Background: an optimization exercise with open tools, aiming at small area and a short achievable clock period. Do not read the settings as production practice. Function not checked in this run: the RTL went through the layout flow alone.

--- flow/run.sh ---
#!/bin/bash
# Standard ORFS layout, with the port buffers made of buf_2 cells instead of the default choice.
set -euo pipefail
bash standard.sh "BUFFER_PORTS_ARGS=-buffer_cell sky130_fd_sc_hd__buf_2" finish > make_finish.log 2>&1
--- standard.sh ---
#!/bin/bash
# synth_recipe.tcl (not shown) runs the flow's synth.tcl, then flattens the netlist and writes it again
# the make line also repeats each setting of config.mk as NAME=value (left out here)
make -C /OpenROAD-flow-scripts/flow DESIGN_CONFIG=/design/flow/config.mk WORK_HOME=/design/flow/orfs CLKGATE_MAP_FILE= SYNTH_SCRIPT=/design/flow/synth_recipe.tcl "${@:-finish}"
--- config.mk ---
export PLATFORM = sky130hd
export DESIGN_NAME = MACRegister
export DESIGN_NICKNAME = MACRegister
export VERILOG_FILES = /design/flow/design.v
export SDC_FILE = /design/flow/constraint.sdc
export NUM_CORES = 4
export LEC_CHECK = 0
export CAP_MARGIN = 20
export CORE_MARGIN = 2
export CORE_UTILIZATION = 40
export SETUP_SLACK_MARGIN = 1.0
export SLEW_MARGIN = 20
export SYNTH_HIERARCHICAL = 1
export SYNTH_MINIMUM_KEEP_SIZE = 0
--- constraint.sdc ---
create_clock -name core_clock -period 19.0 [get_ports {clk}]
set_input_delay 3.8000 -clock core_clock [delete_from_list [all_inputs] [get_ports {clk}]]
set_output_delay 3.8000 -clock core_clock [all_outputs]
set_load 0.01 [all_outputs]
--- design.v ---
`timescale 1ns / 1ps
module HalfAdder(
    input a,
    input b,
    output f,
    output carryOut
    );
    assign f = a ^ b;
    assign carryOut = a & b;
endmodule
`timescale 1ns / 1ps
module FullAdder(
    input a,
    input b,
    input carryIn,
    output sum,
    output carryOut
    );
    assign sum = a ^ b ^ carryIn;
    assign carryOut = (a & b) | (a & carryIn) | (b & carryIn);
endmodule
`timescale 1ns / 1ps
module MACRegister(
    input clk,
    input rst,
    input [1:0] opcode,
    input [15:0] a,
    input [15:0] b,
    output [31:0] dataOut
    );
    reg [31:0] register;
    assign dataOut = register;
    wire [31:0] rt = ~register;
    wire pp0_0 = ~(a[0] & b[0]), pp0_1 = ~(a[0] & b[1]), pp0_2 = ~(a[0] & b[2]), pp0_3 = ~(a[0] & b[3]), pp0_4 = ~(a[0] & b[4]), pp0_5 = ~(a[0] & b[5]), pp0_6 = ~(a[0] & b[6]), pp0_7 = ~(a[0] & b[7]), pp0_8 = ~(a[0] & b[8]), pp0_9 = ~(a[0] & b[9]), pp0_10 = ~(a[0] & b[10]), pp0_11 = ~(a[0] & b[11]), pp0_12 = ~(a[0] & b[12]), pp0_13 = ~(a[0] & b[13]), pp0_14 = ~(a[0] & b[14]), pp0_15 = ~(a[0] & b[15]);
    wire pp1_0 = ~(a[1] & b[0]), pp1_1 = ~(a[1] & b[1]), pp1_2 = ~(a[1] & b[2]), pp1_3 = ~(a[1] & b[3]), pp1_4 = ~(a[1] & b[4]), pp1_5 = ~(a[1] & b[5]), pp1_6 = ~(a[1] & b[6]), pp1_7 = ~(a[1] & b[7]), pp1_8 = ~(a[1] & b[8]), pp1_9 = ~(a[1] & b[9]), pp1_10 = ~(a[1] & b[10]), pp1_11 = ~(a[1] & b[11]), pp1_12 = ~(a[1] & b[12]), pp1_13 = ~(a[1] & b[13]), pp1_14 = ~(a[1] & b[14]), pp1_15 = ~(a[1] & b[15]);
    wire pp2_0 = ~(a[2] & b[0]), pp2_1 = ~(a[2] & b[1]), pp2_2 = ~(a[2] & b[2]), pp2_3 = ~(a[2] & b[3]), pp2_4 = ~(a[2] & b[4]), pp2_5 = ~(a[2] & b[5]), pp2_6 = ~(a[2] & b[6]), pp2_7 = ~(a[2] & b[7]), pp2_8 = ~(a[2] & b[8]), pp2_9 = ~(a[2] & b[9]), pp2_10 = ~(a[2] & b[10]), pp2_11 = ~(a[2] & b[11]), pp2_12 = ~(a[2] & b[12]), pp2_13 = ~(a[2] & b[13]), pp2_14 = ~(a[2] & b[14]), pp2_15 = ~(a[2] & b[15]);
    wire pp3_0 = ~(a[3] & b[0]), pp3_1 = ~(a[3] & b[1]), pp3_2 = ~(a[3] & b[2]), pp3_3 = ~(a[3] & b[3]), pp3_4 = ~(a[3] & b[4]), pp3_5 = ~(a[3] & b[5]), pp3_6 = ~(a[3] & b[6]), pp3_7 = ~(a[3] & b[7]), pp3_8 = ~(a[3] & b[8]), pp3_9 = ~(a[3] & b[9]), pp3_10 = ~(a[3] & b[10]), pp3_11 = ~(a[3] & b[11]), pp3_12 = ~(a[3] & b[12]), pp3_13 = ~(a[3] & b[13]), pp3_14 = ~(a[3] & b[14]), pp3_15 = ~(a[3] & b[15]);
    wire pp4_0 = ~(a[4] & b[0]), pp4_1 = ~(a[4] & b[1]), pp4_2 = ~(a[4] & b[2]), pp4_3 = ~(a[4] & b[3]), pp4_4 = ~(a[4] & b[4]), pp4_5 = ~(a[4] & b[5]), pp4_6 = ~(a[4] & b[6]), pp4_7 = ~(a[4] & b[7]), pp4_8 = ~(a[4] & b[8]), pp4_9 = ~(a[4] & b[9]), pp4_10 = ~(a[4] & b[10]), pp4_11 = ~(a[4] & b[11]), pp4_12 = ~(a[4] & b[12]), pp4_13 = ~(a[4] & b[13]), pp4_14 = ~(a[4] & b[14]), pp4_15 = ~(a[4] & b[15]);
    wire pp5_0 = ~(a[5] & b[0]), pp5_1 = ~(a[5] & b[1]), pp5_2 = ~(a[5] & b[2]), pp5_3 = ~(a[5] & b[3]), pp5_4 = ~(a[5] & b[4]), pp5_5 = ~(a[5] & b[5]), pp5_6 = ~(a[5] & b[6]), pp5_7 = ~(a[5] & b[7]), pp5_8 = ~(a[5] & b[8]), pp5_9 = ~(a[5] & b[9]), pp5_10 = ~(a[5] & b[10]), pp5_11 = ~(a[5] & b[11]), pp5_12 = ~(a[5] & b[12]), pp5_13 = ~(a[5] & b[13]), pp5_14 = ~(a[5] & b[14]), pp5_15 = ~(a[5] & b[15]);
    wire pp6_0 = ~(a[6] & b[0]), pp6_1 = ~(a[6] & b[1]), pp6_2 = ~(a[6] & b[2]), pp6_3 = ~(a[6] & b[3]), pp6_4 = ~(a[6] & b[4]), pp6_5 = ~(a[6] & b[5]), pp6_6 = ~(a[6] & b[6]), pp6_7 = ~(a[6] & b[7]), pp6_8 = ~(a[6] & b[8]), pp6_9 = ~(a[6] & b[9]), pp6_10 = ~(a[6] & b[10]), pp6_11 = ~(a[6] & b[11]), pp6_12 = ~(a[6] & b[12]), pp6_13 = ~(a[6] & b[13]), pp6_14 = ~(a[6] & b[14]), pp6_15 = ~(a[6] & b[15]);
    wire pp7_0 = ~(a[7] & b[0]), pp7_1 = ~(a[7] & b[1]), pp7_2 = ~(a[7] & b[2]), pp7_3 = ~(a[7] & b[3]), pp7_4 = ~(a[7] & b[4]), pp7_5 = ~(a[7] & b[5]), pp7_6 = ~(a[7] & b[6]), pp7_7 = ~(a[7] & b[7]), pp7_8 = ~(a[7] & b[8]), pp7_9 = ~(a[7] & b[9]), pp7_10 = ~(a[7] & b[10]), pp7_11 = ~(a[7] & b[11]), pp7_12 = ~(a[7] & b[12]), pp7_13 = ~(a[7] & b[13]), pp7_14 = ~(a[7] & b[14]), pp7_15 = ~(a[7] & b[15]);
    wire pp8_0 = ~(a[8] & b[0]), pp8_1 = ~(a[8] & b[1]), pp8_2 = ~(a[8] & b[2]), pp8_3 = ~(a[8] & b[3]), pp8_4 = ~(a[8] & b[4]), pp8_5 = ~(a[8] & b[5]), pp8_6 = ~(a[8] & b[6]), pp8_7 = ~(a[8] & b[7]), pp8_8 = ~(a[8] & b[8]), pp8_9 = ~(a[8] & b[9]), pp8_10 = ~(a[8] & b[10]), pp8_11 = ~(a[8] & b[11]), pp8_12 = ~(a[8] & b[12]), pp8_13 = ~(a[8] & b[13]), pp8_14 = ~(a[8] & b[14]), pp8_15 = ~(a[8] & b[15]);
    wire pp9_0 = ~(a[9] & b[0]), pp9_1 = ~(a[9] & b[1]), pp9_2 = ~(a[9] & b[2]), pp9_3 = ~(a[9] & b[3]), pp9_4 = ~(a[9] & b[4]), pp9_5 = ~(a[9] & b[5]), pp9_6 = ~(a[9] & b[6]), pp9_7 = ~(a[9] & b[7]), pp9_8 = ~(a[9] & b[8]), pp9_9 = ~(a[9] & b[9]), pp9_10 = ~(a[9] & b[10]), pp9_11 = ~(a[9] & b[11]), pp9_12 = ~(a[9] & b[12]), pp9_13 = ~(a[9] & b[13]), pp9_14 = ~(a[9] & b[14]), pp9_15 = ~(a[9] & b[15]);
    wire pp10_0 = ~(a[10] & b[0]), pp10_1 = ~(a[10] & b[1]), pp10_2 = ~(a[10] & b[2]), pp10_3 = ~(a[10] & b[3]), pp10_4 = ~(a[10] & b[4]), pp10_5 = ~(a[10] & b[5]), pp10_6 = ~(a[10] & b[6]), pp10_7 = ~(a[10] & b[7]), pp10_8 = ~(a[10] & b[8]), pp10_9 = ~(a[10] & b[9]), pp10_10 = ~(a[10] & b[10]), pp10_11 = ~(a[10] & b[11]), pp10_12 = ~(a[10] & b[12]), pp10_13 = ~(a[10] & b[13]), pp10_14 = ~(a[10] & b[14]), pp10_15 = ~(a[10] & b[15]);
    wire pp11_0 = ~(a[11] & b[0]), pp11_1 = ~(a[11] & b[1]), pp11_2 = ~(a[11] & b[2]), pp11_3 = ~(a[11] & b[3]), pp11_4 = ~(a[11] & b[4]), pp11_5 = ~(a[11] & b[5]), pp11_6 = ~(a[11] & b[6]), pp11_7 = ~(a[11] & b[7]), pp11_8 = ~(a[11] & b[8]), pp11_9 = ~(a[11] & b[9]), pp11_10 = ~(a[11] & b[10]), pp11_11 = ~(a[11] & b[11]), pp11_12 = ~(a[11] & b[12]), pp11_13 = ~(a[11] & b[13]), pp11_14 = ~(a[11] & b[14]), pp11_15 = ~(a[11] & b[15]);
    wire pp12_0 = ~(a[12] & b[0]), pp12_1 = ~(a[12] & b[1]), pp12_2 = ~(a[12] & b[2]), pp12_3 = ~(a[12] & b[3]), pp12_4 = ~(a[12] & b[4]), pp12_5 = ~(a[12] & b[5]), pp12_6 = ~(a[12] & b[6]), pp12_7 = ~(a[12] & b[7]), pp12_8 = ~(a[12] & b[8]), pp12_9 = ~(a[12] & b[9]), pp12_10 = ~(a[12] & b[10]), pp12_11 = ~(a[12] & b[11]), pp12_12 = ~(a[12] & b[12]), pp12_13 = ~(a[12] & b[13]), pp12_14 = ~(a[12] & b[14]), pp12_15 = ~(a[12] & b[15]);
    wire pp13_0 = ~(a[13] & b[0]), pp13_1 = ~(a[13] & b[1]), pp13_2 = ~(a[13] & b[2]), pp13_3 = ~(a[13] & b[3]), pp13_4 = ~(a[13] & b[4]), pp13_5 = ~(a[13] & b[5]), pp13_6 = ~(a[13] & b[6]), pp13_7 = ~(a[13] & b[7]), pp13_8 = ~(a[13] & b[8]), pp13_9 = ~(a[13] & b[9]), pp13_10 = ~(a[13] & b[10]), pp13_11 = ~(a[13] & b[11]), pp13_12 = ~(a[13] & b[12]), pp13_13 = ~(a[13] & b[13]), pp13_14 = ~(a[13] & b[14]), pp13_15 = ~(a[13] & b[15]);
    wire pp14_0 = ~(a[14] & b[0]), pp14_1 = ~(a[14] & b[1]), pp14_2 = ~(a[14] & b[2]), pp14_3 = ~(a[14] & b[3]), pp14_4 = ~(a[14] & b[4]), pp14_5 = ~(a[14] & b[5]), pp14_6 = ~(a[14] & b[6]), pp14_7 = ~(a[14] & b[7]), pp14_8 = ~(a[14] & b[8]), pp14_9 = ~(a[14] & b[9]), pp14_10 = ~(a[14] & b[10]), pp14_11 = ~(a[14] & b[11]), pp14_12 = ~(a[14] & b[12]), pp14_13 = ~(a[14] & b[13]), pp14_14 = ~(a[14] & b[14]), pp14_15 = ~(a[14] & b[15]);
    wire pp15_0 = ~(a[15] & b[0]), pp15_1 = ~(a[15] & b[1]), pp15_2 = ~(a[15] & b[2]), pp15_3 = ~(a[15] & b[3]), pp15_4 = ~(a[15] & b[4]), pp15_5 = ~(a[15] & b[5]), pp15_6 = ~(a[15] & b[6]), pp15_7 = ~(a[15] & b[7]), pp15_8 = ~(a[15] & b[8]), pp15_9 = ~(a[15] & b[9]), pp15_10 = ~(a[15] & b[10]), pp15_11 = ~(a[15] & b[11]), pp15_12 = ~(a[15] & b[12]), pp15_13 = ~(a[15] & b[13]), pp15_14 = ~(a[15] & b[14]), pp15_15 = ~(a[15] & b[15]);
    wire s1, c2, s3, c4, s5, c6, s7, c8, s9, c10, s11, c12, s13, c14, s15, c16;
    wire s17, c18, s19, c20, s21, c22, s23, c24, s25, c26, s27, c28, s29, c30, s31, c32;
    wire s33, c34, s35, c36, s37, c38, s39, c40, s41, c42, s43, c44, s45, c46, s47, c48;
    wire s49, c50, s51, c52, s53, c54, s55, c56, s57, c58, s59, c60, s61, c62, s63, c64;
    wire s65, c66, s67, c68, s69, c70, s71, c72, s73, c74, s75, c76, s77, c78, s79, c80;
    wire s81, c82, s83, c84, s85, c86, s87, c88, s89, c90, s91, c92, s93, c94, s95, c96;
    wire s97, c98, s99, c100, s101, c102, s103, c104, s105, c106, s107, c108, s109, c110, s111, c112;
    wire s113, c114, s115, c116, s117, c118, s119, c120, s121, c122, s123, c124, s125, c126, s127, c128;
    wire s129, c130, s131, c132, s133, c134, s135, c136, s137, c138, s139, c140, s141, c142, s143, c144;
    wire s145, c146, s147, c148, s149, c150, s151, c152, s153, c154, s155, c156, s157, c158, s159, c160;
    wire s161, c162, s163, c164, s165, c166, s167, c168, s169, c170, s171, c172, s173, c174, s175, c176;
    wire s177, c178, s179, c180, s181, c182, s183, c184, s185, c186, s187, c188, s189, c190, s191, c192;
    wire s193, c194, s195, c196, s197, c198, s199, c200, s201, c202, s203, c204, s205, c206, s207, c208;
    wire s209, c210, s211, c212, s213, c214, s215, c216, s217, c218, s219, c220, s221, c222, s223, c224;
    wire s225, c226, s227, c228, s229, c230, s231, c232, s233, c234, s235, c236, s237, c238, s239, c240;
    wire s241, c242, s243, c244, s245, c246, s247, c248, s249, c250, s251, c252, s253, c254, s255, c256;
    wire s257, c258, s259, c260, s261, c262, s263, c264, s265, c266, s267, c268, s269, c270, s271, c272;
    wire s273, c274, s275, c276, s277, c278, s279, c280, s281, c282, s283, c284, s285, c286, s287, c288;
    wire s289, c290, s291, c292, s293, c294, s295, c296, s297, c298, s299, c300, s301, c302, s303, c304;
    wire s305, c306, s307, c308, s309, c310, s311, c312, s313, c314, s315, c316, s317, c318, s319, c320;
    wire s321, c322, s323, c324, s325, c326, s327, c328, s329, c330, s331, c332, s333, c334, s335, c336;
    wire s337, c338, s339, c340, s341, c342, s343, c344, s345, c346, s347, c348, s349, c350, s351, c352;
    wire s353, c354, s355, c356, s357, c358, s359, c360, s361, c362, s363, c364, s365, c366, s367, c368;
    wire s369, c370, s371, c372, s373, c374, s375, c376, s377, c378, s379, c380, s381, c382, s383, c384;
    wire s385, c386, s387, c388, s389, c390, s391, c392, s393, c394, s395, c396, s397, c398, s399, c400;
    wire s401, c402, s403, c404, s405, c406, s407, c408, s409, c410, s411, c412, s413, c414, s415, c416;
    wire s417, c418, s419, c420, s421, c422, s423, c424, s425, c426, s427, c428, s429, c430, s431, c432;
    wire s433, c434, s435, c436, s437, c438, s439, c440, s441, c442, s443, c444, s445, c446, s447, c448;
    wire s449, c450, s451, c452, s453, c454, s455, c456, s457, c458, s459, c460, s461, c462, s463, c464;
    wire s465, c466, s467, c468, s469, c470, s471, c472, s473, c474, s475, c476, s477, c478, s479, c480;
    wire s481, c482, s483, c484, s485, c486, s487, c488, s489, c490, s491, c492;
    FullAdder fa0(rt[0], pp0_0, 1'b1, s1, c2);
    FullAdder fa1(rt[1], pp0_1, pp1_0, s3, c4);
    FullAdder fa2(c2, s3, 1'b1, s5, c6);
    FullAdder fa3(rt[2], pp0_2, pp1_1, s7, c8);
    FullAdder fa4(pp2_0, c4, s7, s9, c10);
    FullAdder fa5(c6, s9, 1'b1, s11, c12);
    FullAdder fa6(rt[3], pp0_3, pp1_2, s13, c14);
    FullAdder fa7(pp2_1, pp3_0, c8, s15, c16);
    FullAdder fa8(s13, c10, s15, s17, c18);
    FullAdder fa9(s17, c12, 1'b1, s19, c20);
    FullAdder fa10(rt[4], pp0_4, pp1_3, s21, c22);
    FullAdder fa11(pp2_2, pp3_1, pp4_0, s23, c24);
    FullAdder fa12(c14, s21, s23, s25, c26);
    FullAdder fa13(c16, s25, c18, s27, c28);
    FullAdder fa14(s27, c20, 1'b1, s29, c30);
    FullAdder fa15(rt[5], pp0_5, pp1_4, s31, c32);
    FullAdder fa16(pp2_3, pp3_2, pp4_1, s33, c34);
    FullAdder fa17(pp5_0, c22, c24, s35, c36);
    FullAdder fa18(s31, s33, c26, s37, c38);
    FullAdder fa19(s35, s37, c28, s39, c40);
    FullAdder fa20(s39, c30, 1'b1, s41, c42);
    FullAdder fa21(rt[6], pp0_6, pp1_5, s43, c44);
    FullAdder fa22(pp2_4, pp3_3, pp4_2, s45, c46);
    FullAdder fa23(pp5_1, pp6_0, c32, s47, c48);
    FullAdder fa24(c34, s43, s45, s49, c50);
    FullAdder fa25(c36, s47, s49, s51, c52);
    FullAdder fa26(c38, s51, c40, s53, c54);
    FullAdder fa27(rt[7], pp0_7, pp1_6, s55, c56);
    FullAdder fa28(pp2_5, pp3_4, pp4_3, s57, c58);
    FullAdder fa29(pp5_2, pp6_1, pp7_0, s59, c60);
    FullAdder fa30(c44, c46, s55, s61, c62);
    FullAdder fa31(s57, s59, c48, s63, c64);
    FullAdder fa32(c50, s61, s63, s65, c66);
    FullAdder fa33(c52, s65, 1'b1, s67, c68);
    FullAdder fa34(rt[8], pp0_8, pp1_7, s69, c70);
    FullAdder fa35(pp2_6, pp3_5, pp4_4, s71, c72);
    FullAdder fa36(pp5_3, pp6_2, pp7_1, s73, c74);
    FullAdder fa37(pp8_0, c56, c58, s75, c76);
    FullAdder fa38(c60, s69, s71, s77, c78);
    FullAdder fa39(s73, c62, s75, s79, c80);
    FullAdder fa40(s77, c64, s79, s81, c82);
    FullAdder fa41(c66, s81, 1'b1, s83, c84);
    FullAdder fa42(rt[9], pp0_9, pp1_8, s85, c86);
    FullAdder fa43(pp2_7, pp3_6, pp4_5, s87, c88);
    FullAdder fa44(pp5_4, pp6_3, pp7_2, s89, c90);
    FullAdder fa45(pp8_1, pp9_0, c70, s91, c92);
    FullAdder fa46(c72, c74, s85, s93, c94);
    FullAdder fa47(s87, s89, c76, s95, c96);
    FullAdder fa48(s91, c78, s93, s97, c98);
    FullAdder fa49(s95, c80, s97, s99, c100);
    FullAdder fa50(c82, s99, 1'b1, s101, c102);
    FullAdder fa51(rt[10], pp0_10, pp10_0, s103, c104);
    FullAdder fa52(pp1_9, pp2_8, pp3_7, s105, c106);
    FullAdder fa53(pp4_6, pp5_5, pp6_4, s107, c108);
    FullAdder fa54(pp7_3, pp8_2, pp9_1, s109, c110);
    FullAdder fa55(c86, c88, c90, s111, c112);
    FullAdder fa56(s103, s105, s107, s113, c114);
    FullAdder fa57(s109, c92, c94, s115, c116);
    FullAdder fa58(s111, s113, c96, s117, c118);
    FullAdder fa59(c98, s115, s117, s119, c120);
    FullAdder fa60(c100, s119, 1'b1, s121, c122);
    FullAdder fa61(rt[11], pp0_11, pp10_1, s123, c124);
    FullAdder fa62(pp11_0, pp1_10, pp2_9, s125, c126);
    FullAdder fa63(pp3_8, pp4_7, pp5_6, s127, c128);
    FullAdder fa64(pp6_5, pp7_4, pp8_3, s129, c130);
    FullAdder fa65(pp9_2, c104, c106, s131, c132);
    FullAdder fa66(c108, c110, s123, s133, c134);
    FullAdder fa67(s125, s127, s129, s135, c136);
    FullAdder fa68(c112, s131, c114, s137, c138);
    FullAdder fa69(s133, s135, c116, s139, c140);
    FullAdder fa70(s137, c118, s139, s141, c142);
    FullAdder fa71(c120, s141, 1'b1, s143, c144);
    FullAdder fa72(rt[12], pp0_12, pp10_2, s145, c146);
    FullAdder fa73(pp11_1, pp12_0, pp1_11, s147, c148);
    FullAdder fa74(pp2_10, pp3_9, pp4_8, s149, c150);
    FullAdder fa75(pp5_7, pp6_6, pp7_5, s151, c152);
    FullAdder fa76(pp8_4, pp9_3, c124, s153, c154);
    FullAdder fa77(c126, c128, c130, s155, c156);
    FullAdder fa78(s145, s147, s149, s157, c158);
    FullAdder fa79(s151, c132, s153, s159, c160);
    FullAdder fa80(c134, c136, s155, s161, c162);
    FullAdder fa81(s157, s159, c138, s163, c164);
    FullAdder fa82(s161, c140, s163, s165, c166);
    FullAdder fa83(c142, s165, 1'b1, s167, c168);
    FullAdder fa84(rt[13], pp0_13, pp10_3, s169, c170);
    FullAdder fa85(pp11_2, pp12_1, pp13_0, s171, c172);
    FullAdder fa86(pp1_12, pp2_11, pp3_10, s173, c174);
    FullAdder fa87(pp4_9, pp5_8, pp6_7, s175, c176);
    FullAdder fa88(pp7_6, pp8_5, pp9_4, s177, c178);
    FullAdder fa89(c146, c148, c150, s179, c180);
    FullAdder fa90(c152, s169, s171, s181, c182);
    FullAdder fa91(s173, s175, s177, s183, c184);
    FullAdder fa92(c154, c156, c158, s185, c186);
    FullAdder fa93(s179, s181, s183, s187, c188);
    FullAdder fa94(c160, c162, s185, s189, c190);
    FullAdder fa95(s187, c164, s189, s191, c192);
    FullAdder fa96(c166, s191, 1'b1, s193, c194);
    FullAdder fa97(rt[14], pp0_14, pp10_4, s195, c196);
    FullAdder fa98(pp11_3, pp12_2, pp13_1, s197, c198);
    FullAdder fa99(pp14_0, pp1_13, pp2_12, s199, c200);
    FullAdder fa100(pp3_11, pp4_10, pp5_9, s201, c202);
    FullAdder fa101(pp6_8, pp7_7, pp8_6, s203, c204);
    FullAdder fa102(pp9_5, c170, c172, s205, c206);
    FullAdder fa103(c174, c176, c178, s207, c208);
    FullAdder fa104(s195, s197, s199, s209, c210);
    FullAdder fa105(s201, s203, c180, s211, c212);
    FullAdder fa106(s205, c182, c184, s213, c214);
    FullAdder fa107(s207, s209, s211, s215, c216);
    FullAdder fa108(c186, c188, s213, s217, c218);
    FullAdder fa109(s215, c190, s217, s219, c220);
    FullAdder fa110(c192, s219, 1'b1, s221, c222);
    FullAdder fa111(rt[15], pp0_15, pp10_5, s223, c224);
    FullAdder fa112(pp11_4, pp12_3, pp13_2, s225, c226);
    FullAdder fa113(pp14_1, pp15_0, pp1_14, s227, c228);
    FullAdder fa114(pp2_13, pp3_12, pp4_11, s229, c230);
    FullAdder fa115(pp5_10, pp6_9, pp7_8, s231, c232);
    FullAdder fa116(pp8_7, pp9_6, c196, s233, c234);
    FullAdder fa117(c198, c200, c202, s235, c236);
    FullAdder fa118(c204, s223, s225, s237, c238);
    FullAdder fa119(s227, s229, s231, s239, c240);
    FullAdder fa120(c206, s233, c208, s241, c242);
    FullAdder fa121(c210, s235, s237, s243, c244);
    FullAdder fa122(s239, c212, c214, s245, c246);
    FullAdder fa123(s241, s243, c216, s247, c248);
    FullAdder fa124(c218, s245, s247, s249, c250);
    FullAdder fa125(c220, s249, 1'b1, s251, c252);
    FullAdder fa126(rt[16], pp10_6, pp11_5, s253, c254);
    FullAdder fa127(pp12_4, pp13_3, pp14_2, s255, c256);
    FullAdder fa128(pp15_1, pp1_15, pp2_14, s257, c258);
    FullAdder fa129(pp3_13, pp4_12, pp5_11, s259, c260);
    FullAdder fa130(pp6_10, pp7_9, pp8_8, s261, c262);
    FullAdder fa131(pp9_7, c224, c226, s263, c264);
    FullAdder fa132(c228, c230, c232, s265, c266);
    FullAdder fa133(s253, s255, s257, s267, c268);
    FullAdder fa134(s259, s261, c234, s269, c270);
    FullAdder fa135(s263, c236, c238, s271, c272);
    FullAdder fa136(c240, s265, s267, s273, c274);
    FullAdder fa137(s269, c242, c244, s275, c276);
    FullAdder fa138(s271, s273, c246, s277, c278);
    FullAdder fa139(s275, c248, s277, s279, c280);
    FullAdder fa140(c250, s279, 1'b1, s281, c282);
    FullAdder fa141(rt[17], pp10_7, pp11_6, s283, c284);
    FullAdder fa142(pp12_5, pp13_4, pp14_3, s285, c286);
    FullAdder fa143(pp15_2, pp2_15, pp3_14, s287, c288);
    FullAdder fa144(pp4_13, pp5_12, pp6_11, s289, c290);
    FullAdder fa145(pp7_10, pp8_9, pp9_8, s291, c292);
    FullAdder fa146(c254, c256, c258, s293, c294);
    FullAdder fa147(c260, c262, s283, s295, c296);
    FullAdder fa148(s285, s287, s289, s297, c298);
    FullAdder fa149(s291, c264, c266, s299, c300);
    FullAdder fa150(c268, s293, s295, s301, c302);
    FullAdder fa151(s297, c270, c272, s303, c304);
    FullAdder fa152(s299, c274, s301, s305, c306);
    FullAdder fa153(c276, s303, s305, s307, c308);
    FullAdder fa154(c278, s307, c280, s309, c310);
    FullAdder fa155(rt[18], pp10_8, pp11_7, s311, c312);
    FullAdder fa156(pp12_6, pp13_5, pp14_4, s313, c314);
    FullAdder fa157(pp15_3, pp3_15, pp4_14, s315, c316);
    FullAdder fa158(pp5_13, pp6_12, pp7_11, s317, c318);
    FullAdder fa159(pp8_10, pp9_9, c284, s319, c320);
    FullAdder fa160(c286, c288, c290, s321, c322);
    FullAdder fa161(c292, s311, s313, s323, c324);
    FullAdder fa162(s315, s317, s319, s325, c326);
    FullAdder fa163(c294, c296, c298, s327, c328);
    FullAdder fa164(s321, s323, c300, s329, c330);
    FullAdder fa165(s325, c302, s327, s331, c332);
    FullAdder fa166(c304, s329, c306, s333, c334);
    FullAdder fa167(s331, c308, s333, s335, c336);
    FullAdder fa168(rt[19], pp10_9, pp11_8, s337, c338);
    FullAdder fa169(pp12_7, pp13_6, pp14_5, s339, c340);
    FullAdder fa170(pp15_4, pp4_15, pp5_14, s341, c342);
    FullAdder fa171(pp6_13, pp7_12, pp8_11, s343, c344);
    FullAdder fa172(pp9_10, c312, c314, s345, c346);
    FullAdder fa173(c316, c318, s337, s347, c348);
    FullAdder fa174(s339, s341, s343, s349, c350);
    FullAdder fa175(c320, s345, c322, s351, c352);
    FullAdder fa176(c324, s347, s349, s353, c354);
    FullAdder fa177(c326, c328, s351, s355, c356);
    FullAdder fa178(s353, c330, c332, s357, c358);
    FullAdder fa179(s355, c334, s357, s359, c360);
    FullAdder fa180(rt[20], pp10_10, pp11_9, s361, c362);
    FullAdder fa181(pp12_8, pp13_7, pp14_6, s363, c364);
    FullAdder fa182(pp15_5, pp5_15, pp6_14, s365, c366);
    FullAdder fa183(pp7_13, pp8_12, pp9_11, s367, c368);
    FullAdder fa184(c338, c340, c342, s369, c370);
    FullAdder fa185(c344, s361, s363, s371, c372);
    FullAdder fa186(s365, s367, c346, s373, c374);
    FullAdder fa187(c348, s369, c350, s375, c376);
    FullAdder fa188(s371, s373, c352, s377, c378);
    FullAdder fa189(c354, s375, c356, s379, c380);
    FullAdder fa190(s377, c358, s379, s381, c382);
    FullAdder fa191(rt[21], pp10_11, pp11_10, s383, c384);
    FullAdder fa192(pp12_9, pp13_8, pp14_7, s385, c386);
    FullAdder fa193(pp15_6, pp6_15, pp7_14, s387, c388);
    FullAdder fa194(pp8_13, pp9_12, c362, s389, c390);
    FullAdder fa195(c364, c366, c368, s391, c392);
    FullAdder fa196(s383, s385, s387, s393, c394);
    FullAdder fa197(s389, c370, c372, s395, c396);
    FullAdder fa198(s391, s393, c374, s397, c398);
    FullAdder fa199(s395, c376, s397, s399, c400);
    FullAdder fa200(c378, s399, c380, s401, c402);
    FullAdder fa201(rt[22], pp10_12, pp11_11, s403, c404);
    FullAdder fa202(pp12_10, pp13_9, pp14_8, s405, c406);
    FullAdder fa203(pp15_7, pp7_15, pp8_14, s407, c408);
    FullAdder fa204(pp9_13, c384, c386, s409, c410);
    FullAdder fa205(c388, s403, s405, s411, c412);
    FullAdder fa206(s407, c390, s409, s413, c414);
    FullAdder fa207(c392, c394, s411, s415, c416);
    FullAdder fa208(c396, s413, s415, s417, c418);
    FullAdder fa209(c398, s417, c400, s419, c420);
    FullAdder fa210(rt[23], pp10_13, pp11_12, s421, c422);
    FullAdder fa211(pp12_11, pp13_10, pp14_9, s423, c424);
    FullAdder fa212(pp15_8, pp8_15, pp9_14, s425, c426);
    FullAdder fa213(c404, c406, c408, s427, c428);
    FullAdder fa214(s421, s423, s425, s429, c430);
    FullAdder fa215(c410, c412, s427, s431, c432);
    FullAdder fa216(s429, c414, c416, s433, c434);
    FullAdder fa217(s431, c418, s433, s435, c436);
    FullAdder fa218(rt[24], pp10_14, pp11_13, s437, c438);
    FullAdder fa219(pp12_12, pp13_11, pp14_10, s439, c440);
    FullAdder fa220(pp15_9, pp9_15, c422, s441, c442);
    FullAdder fa221(c424, c426, s437, s443, c444);
    FullAdder fa222(s439, s441, c428, s445, c446);
    FullAdder fa223(c430, s443, c432, s447, c448);
    FullAdder fa224(s445, c434, s447, s449, c450);
    FullAdder fa225(rt[25], pp10_15, pp11_14, s451, c452);
    FullAdder fa226(pp12_13, pp13_12, pp14_11, s453, c454);
    FullAdder fa227(pp15_10, c438, c440, s455, c456);
    FullAdder fa228(s451, s453, c442, s457, c458);
    FullAdder fa229(s455, c444, s457, s459, c460);
    FullAdder fa230(c446, s459, c448, s461, c462);
    FullAdder fa231(rt[26], pp11_15, pp12_14, s463, c464);
    FullAdder fa232(pp13_13, pp14_12, pp15_11, s465, c466);
    FullAdder fa233(c452, c454, s463, s467, c468);
    FullAdder fa234(s465, c456, s467, s469, c470);
    FullAdder fa235(c458, s469, c460, s471, c472);
    FullAdder fa236(rt[27], pp12_15, pp13_14, s473, c474);
    FullAdder fa237(pp14_13, pp15_12, c464, s475, c476);
    FullAdder fa238(c466, s473, s475, s477, c478);
    FullAdder fa239(c468, c470, s477, s479, c480);
    FullAdder fa240(rt[28], pp13_15, pp14_14, s481, c482);
    FullAdder fa241(pp15_13, c474, s481, s483, c484);
    FullAdder fa242(c476, s483, c478, s485, c486);
    FullAdder fa243(rt[29], pp14_15, pp15_14, s487, c488);
    FullAdder fa244(c482, s487, c484, s489, c490);
    FullAdder fa245(rt[30], pp15_15, c488, s491, c492);
    wire [31:0] x = {rt[31], s491, s489, s485, s479, s471, s461, c436, s435, s419, s401, c360, c336, s335, s309, c252, c222, c194, c168, c144, c122, c102, c84, c68, s67, s53, s41, s29, s19, s11, s5, s1};
    wire [31:0] y = {c492, c490, c486, c480, c472, c462, c450, s449, c420, c402, c382, s381, s359, c310, c282, s281, s251, s221, s193, s167, s143, s121, s101, s83, c54, c42, 1'b1, 1'b1, 1'b1, 1'b1, 1'b1, 1'b1};
    wire [31:0] st;
    assign st[5:0] = x[5:0];
    wire [31:6] g = x[31:6] & y[31:6];
    wire [31:6] p = x[31:6] ^ y[31:6];
    wire gc = g[6] | p[6];   
    wire G493 = g[7] | (p[7] & gc);
    wire G494 = g[9] | (p[9] & g[8]);
    wire P495 = p[9] & p[8];
    wire G496 = g[11] | (p[11] & g[10]);
    wire P497 = p[11] & p[10];
    wire G498 = g[13] | (p[13] & g[12]);
    wire P499 = p[13] & p[12];
    wire G500 = g[15] | (p[15] & g[14]);
    wire P501 = p[15] & p[14];
    wire G502 = g[17] | (p[17] & g[16]);
    wire P503 = p[17] & p[16];
    wire G504 = g[19] | (p[19] & g[18]);
    wire P505 = p[19] & p[18];
    wire G506 = g[21] | (p[21] & g[20]);
    wire P507 = p[21] & p[20];
    wire G508 = g[23] | (p[23] & g[22]);
    wire P509 = p[23] & p[22];
    wire G510 = g[25] | (p[25] & g[24]);
    wire P511 = p[25] & p[24];
    wire G512 = g[27] | (p[27] & g[26]);
    wire P513 = p[27] & p[26];
    wire G514 = g[29] | (p[29] & g[28]);
    wire P515 = p[29] & p[28];
    wire G516 = g[31] | (p[31] & g[30]);
    wire P517 = p[31] & p[30];
    wire G518 = g[8] | (p[8] & G493);
    wire G519 = G494 | (P495 & G493);
    wire G520 = g[12] | (p[12] & G496);
    wire P521 = p[12] & P497;
    wire G522 = G498 | (P499 & G496);
    wire P523 = P499 & P497;
    wire G524 = g[16] | (p[16] & G500);
    wire P525 = p[16] & P501;
    wire G526 = G502 | (P503 & G500);
    wire P527 = P503 & P501;
    wire G528 = g[20] | (p[20] & G504);
    wire P529 = p[20] & P505;
    wire G530 = G506 | (P507 & G504);
    wire P531 = P507 & P505;
    wire G532 = g[24] | (p[24] & G508);
    wire P533 = p[24] & P509;
    wire G534 = G510 | (P511 & G508);
    wire P535 = P511 & P509;
    wire G536 = g[28] | (p[28] & G512);
    wire P537 = p[28] & P513;
    wire G538 = G514 | (P515 & G512);
    wire P539 = P515 & P513;
    wire G540 = g[10] | (p[10] & G519);
    wire G541 = G496 | (P497 & G519);
    wire G542 = G520 | (P521 & G519);
    wire G543 = G522 | (P523 & G519);
    wire G544 = g[18] | (p[18] & G526);
    wire P545 = p[18] & P527;
    wire G546 = G504 | (P505 & G526);
    wire P547 = P505 & P527;
    wire G548 = G528 | (P529 & G526);
    wire P549 = P529 & P527;
    wire G550 = G530 | (P531 & G526);
    wire P551 = P531 & P527;
    wire G552 = g[26] | (p[26] & G534);
    wire P553 = p[26] & P535;
    wire G554 = G512 | (P513 & G534);
    wire P555 = P513 & P535;
    wire G556 = G536 | (P537 & G534);
    wire P557 = P537 & P535;
    wire G558 = G538 | (P539 & G534);
    wire P559 = P539 & P535;
    wire G560 = g[14] | (p[14] & G543);
    wire G561 = G500 | (P501 & G543);
    wire G562 = G524 | (P525 & G543);
    wire G563 = G526 | (P527 & G543);
    wire G564 = G544 | (P545 & G543);
    wire G565 = G546 | (P547 & G543);
    wire G566 = G548 | (P549 & G543);
    wire G567 = G550 | (P551 & G543);
    wire G568 = g[30] | (p[30] & G558);
    wire P569 = p[30] & P559;
    wire G570 = G516 | (P517 & G558);
    wire P571 = P517 & P559;
    wire G572 = g[22] | (p[22] & G567);
    wire G573 = G508 | (P509 & G567);
    wire G574 = G532 | (P533 & G567);
    wire G575 = G534 | (P535 & G567);
    wire G576 = G552 | (P553 & G567);
    wire G577 = G554 | (P555 & G567);
    wire G578 = G556 | (P557 & G567);
    wire G579 = G558 | (P559 & G567);
    wire G580 = G568 | (P569 & G567);
    wire G581 = G570 | (P571 & G567);
    assign st[6] = p[6] ^ 1'b1;
    assign st[7] = p[7] ^ gc;
    assign st[8] = p[8] ^ G493;
    assign st[9] = p[9] ^ G518;
    assign st[10] = p[10] ^ G519;
    assign st[11] = p[11] ^ G540;
    assign st[12] = p[12] ^ G541;
    assign st[13] = p[13] ^ G542;
    assign st[14] = p[14] ^ G543;
    assign st[15] = p[15] ^ G560;
    assign st[16] = p[16] ^ G561;
    assign st[17] = p[17] ^ G562;
    assign st[18] = p[18] ^ G563;
    assign st[19] = p[19] ^ G564;
    assign st[20] = p[20] ^ G565;
    assign st[21] = p[21] ^ G566;
    assign st[22] = p[22] ^ G567;
    assign st[23] = p[23] ^ G572;
    assign st[24] = p[24] ^ G573;
    assign st[25] = p[25] ^ G574;
    assign st[26] = p[26] ^ G575;
    assign st[27] = p[27] ^ G576;
    assign st[28] = p[28] ^ G577;
    assign st[29] = p[29] ^ G578;
    assign st[30] = p[30] ^ G579;
    assign st[31] = p[31] ^ G580;
    always @ (posedge clk) begin
        if (rst)
            register <= 32'd0;
        else case (opcode)
            2'd1:  
                register <= {a, b};
            2'd2:  
                register <= ~st;
        endcase
    end
endmodule
==> flow_summary.ini <==
[outcome]
outcome = complete, no violations

[final_layout]
design_area_um2 = 9340
top_register = register
area_delta_synth_final_pct = 6.98
fin_cells = 1194
drive_gt1_share_pct = 9.63
largest_reg_flops = 32
n_antenna_cell = 0
finalNetCount = 1225
top_regs = register: 32 flops

[detailed_routing]
drc = 0
routed_wl_mm = 25.5
initialDrtViolationCount = 428
viasPerCell = 5.61
vias = 6698
drtAntennaViolNets = 0
drtPass1Iterations = 5
wire_per_inst_um = 21.4

[synthesis]
netlist.area_leader.share_pct = 57.5
ys_async_sr_fraction_pct = 0
syn-cell-area_um2 = 8730
ys_seq_elements = 32
synthCells = 903
synthFlopType = dfxtp_1
synth.most_common_cell = nand2_1
synth.distinct_cells = 56
avgSynthCellArea_um2 = 9.67
yosys_warnings = 7
synth_top_area_cell = fa_1
synth_area_leaders = fa_1 (58%), nand2_1 (12%), dfxtp_1 (7.3%), ha_1 (3.6%), clkbuf_1 (3.0%)
ys_top_cells_by_count = nand2_1 (270), fa_1 (251), clkbuf_1 (70)
synth_edf_count = 0
ys_seq_area_share_pct = 7.34

[clock_tree]
cts_max_path_buffers = 2
clockRootBuffer = clkbuf_16
post_cts_buffers = 0
cts.sinks = 32
clk_latency_ns = 0.30
numCtsBuffers = 5
ctsHoldBuffers = 0
ctsResizeCount = 0
cts_tree = yes
clk_pin_slew_ns = 0.06
htree_levels = 2

[sta]
fmax_ghz = 0.104
hold_slack_ns = 0.475
final.period_utilization_pct = 50.8
setup_violations = 0
rsz0062_at_grt = false
slew_headroom_pct = 42.0
finalMaxSlewViolations = 0
setup_tns_ns = 0
skew_ns = 0.00523
layout_min_cycle_time_ns = 9.64
worstMarginPinSlew_ns = 0.870
hold_viol_final = 0

[floorplan]
die_h_um = 152
ios = 68
fp-row-count = 54
core-area_um2 = 21600
start_util_pct = 40.4
die_x_um = 152
die-area_um2 = 23000

[place]
portBuffers = 67
gp_congestion = 0.868
placed_cells = 1186
detailed_place_hpwl_mm = 19.0
place_area_um2 = 9180

[critical_path]
arrival_ns = 9.88
critPathMaxFanout = 17
startpoint_type = input pin
criticalPathCategory = input pin to flop
critPathRequiredTime_ns = 19.24
end_kind = flop

[grt]
grt_pass1_vias = 7376
overflow = 0
antenna_found_initial = 0
track_usage_pct = 24.6
grt_pass1_wl_mm = 41.7
grt_start_max_net_pins = 56

[hold_path]
hold_path.class = flop to flop

[job]
drv_cap = 0
==> per-module statistics from Yosys (local to each module, per instance) <==
module,cells,flops+latches,cell area [µm²],copies in the design
MACRegister,657,32,3810,1
FullAdder,1,0,20.0,246
==> worst paths after layout <==
| check | from | to | slack (ns) | cells after the start |
|---|---|---|---|---|
| max reg2reg | register[13] | register[23] | 12.84 | 20 |
| min | register[25] | register[25] | 0.48 | 2 |
| max | b[12] | register[23] | 9.36 | 21 |
| min reg2reg | register[25] | register[25] | 0.48 | 2 |
==> area by class of cell <==
type,count,area [µm²]
sequential,32,641
multi-input combinational,750,7630
clock inverter,3,42.5
tap,280,350
fill,2125,12300
clock buffer,5,125
timing repair buffer,69,350
inverter,55,206
==> cell usage in the layout, fill, tap and decap left out, types with 5 or more instances in the layout <==
master     count
clkbuf_16      5
o21ai_0        7
fa_1         251
dfxtp_1       32
nand2_1      270
xor2_1         5
inv_1         55
a211oi_1      33
nor2_1        36
nor2b_1        6
buf_2         67
ha_1          24
conb_1        16
xnor2_1        5
nor3_1         9
a21oi_1       25
==> cells by family (layout without fill, tap and decap cells) <==
family,after synthesis,count (layout),synth area share [%]
other,1,16,0.0429
and+or+nand+nor,345,345,16.0
AOI/OAI and AO/OA,103,103,8.54
DFF,32,32,7.34
adders and majority gates,276,276,61.1
xor gates and xnor gates,10,10,1.00
buffers and inverters,136,132,6.00
==> metrics by stage <==
| step | setup WS [ns] | utilization (%) |
|---|---|---|
| after floorplan | 9.40 | - |
| after global placement | 9.18 | 42.4 |
| after detailed placement | 9.11 | 42.4 |
| after CTS | 9.40 | 43.2 |
| after global routing | 9.07 | 43.2 |
| final | 9.36 | 43.2 |
==> critical path, stage by stage <==
cell,delay (ns)
buf_2,0.39
nand2_1,0.16
fa_1,0.53
fa_1,0.44
fa_1,0.39
fa_1,0.39
fa_1,0.50
fa_1,0.43
fa_1,0.47
ha_1,0.36
nand2_1,0.06
o21ai_0,0.30
a31oi_1,0.18
a31oi_1,0.30
o21a_1,0.17
nor2_1,0.05
fa_1,0.37
xnor2_1,0.14
a211oi_1,0.24
a21oi_1,0.07
nor2_1,0.11
==> metal layers <==
metal | global-route usage (%) | wire [µm]
met1 | 32.1 | 10100
met2 | 41.2 | 12400
met3 | 3.35 | 1790
met4 | 10.3 | 1150
met5 | 0 | 0

==> port drivers added, routing unchanged <==
The flow's constraints put no driver on any port. The routed layout listed below was extracted and timed again, unchanged, in two steps.
Step 1 (the two cells are an assumption about what drives the block):
set clk [get_ports {clk}]
set_driving_cell -lib_cell sky130_fd_sc_hd__clkbuf_16 $clk
set_driving_cell -lib_cell sky130_fd_sc_hd__buf_2 [delete_from_list [all_inputs] $clk]
Step 2, shift: input delay + t, output delay - t, t = (earliest + latest rising clock arrival at the registers) / 2. This alone moves slack from input paths to output paths.
Three values: ideal ports, drivers, drivers and shift; two values: the first two.
t, ns: 0.343
slack for setup (ns): 9.355 / 9.377 / 9.035
clock arrival spread, ns: 0.005 / 0.005
worst register clock-pin slew, ns: 0.07 / 0.07
After both steps this run still meets setup and hold. For this run, drivers alone change the setup slack by +0.022 ns; drivers and shift together by -0.320 ns.
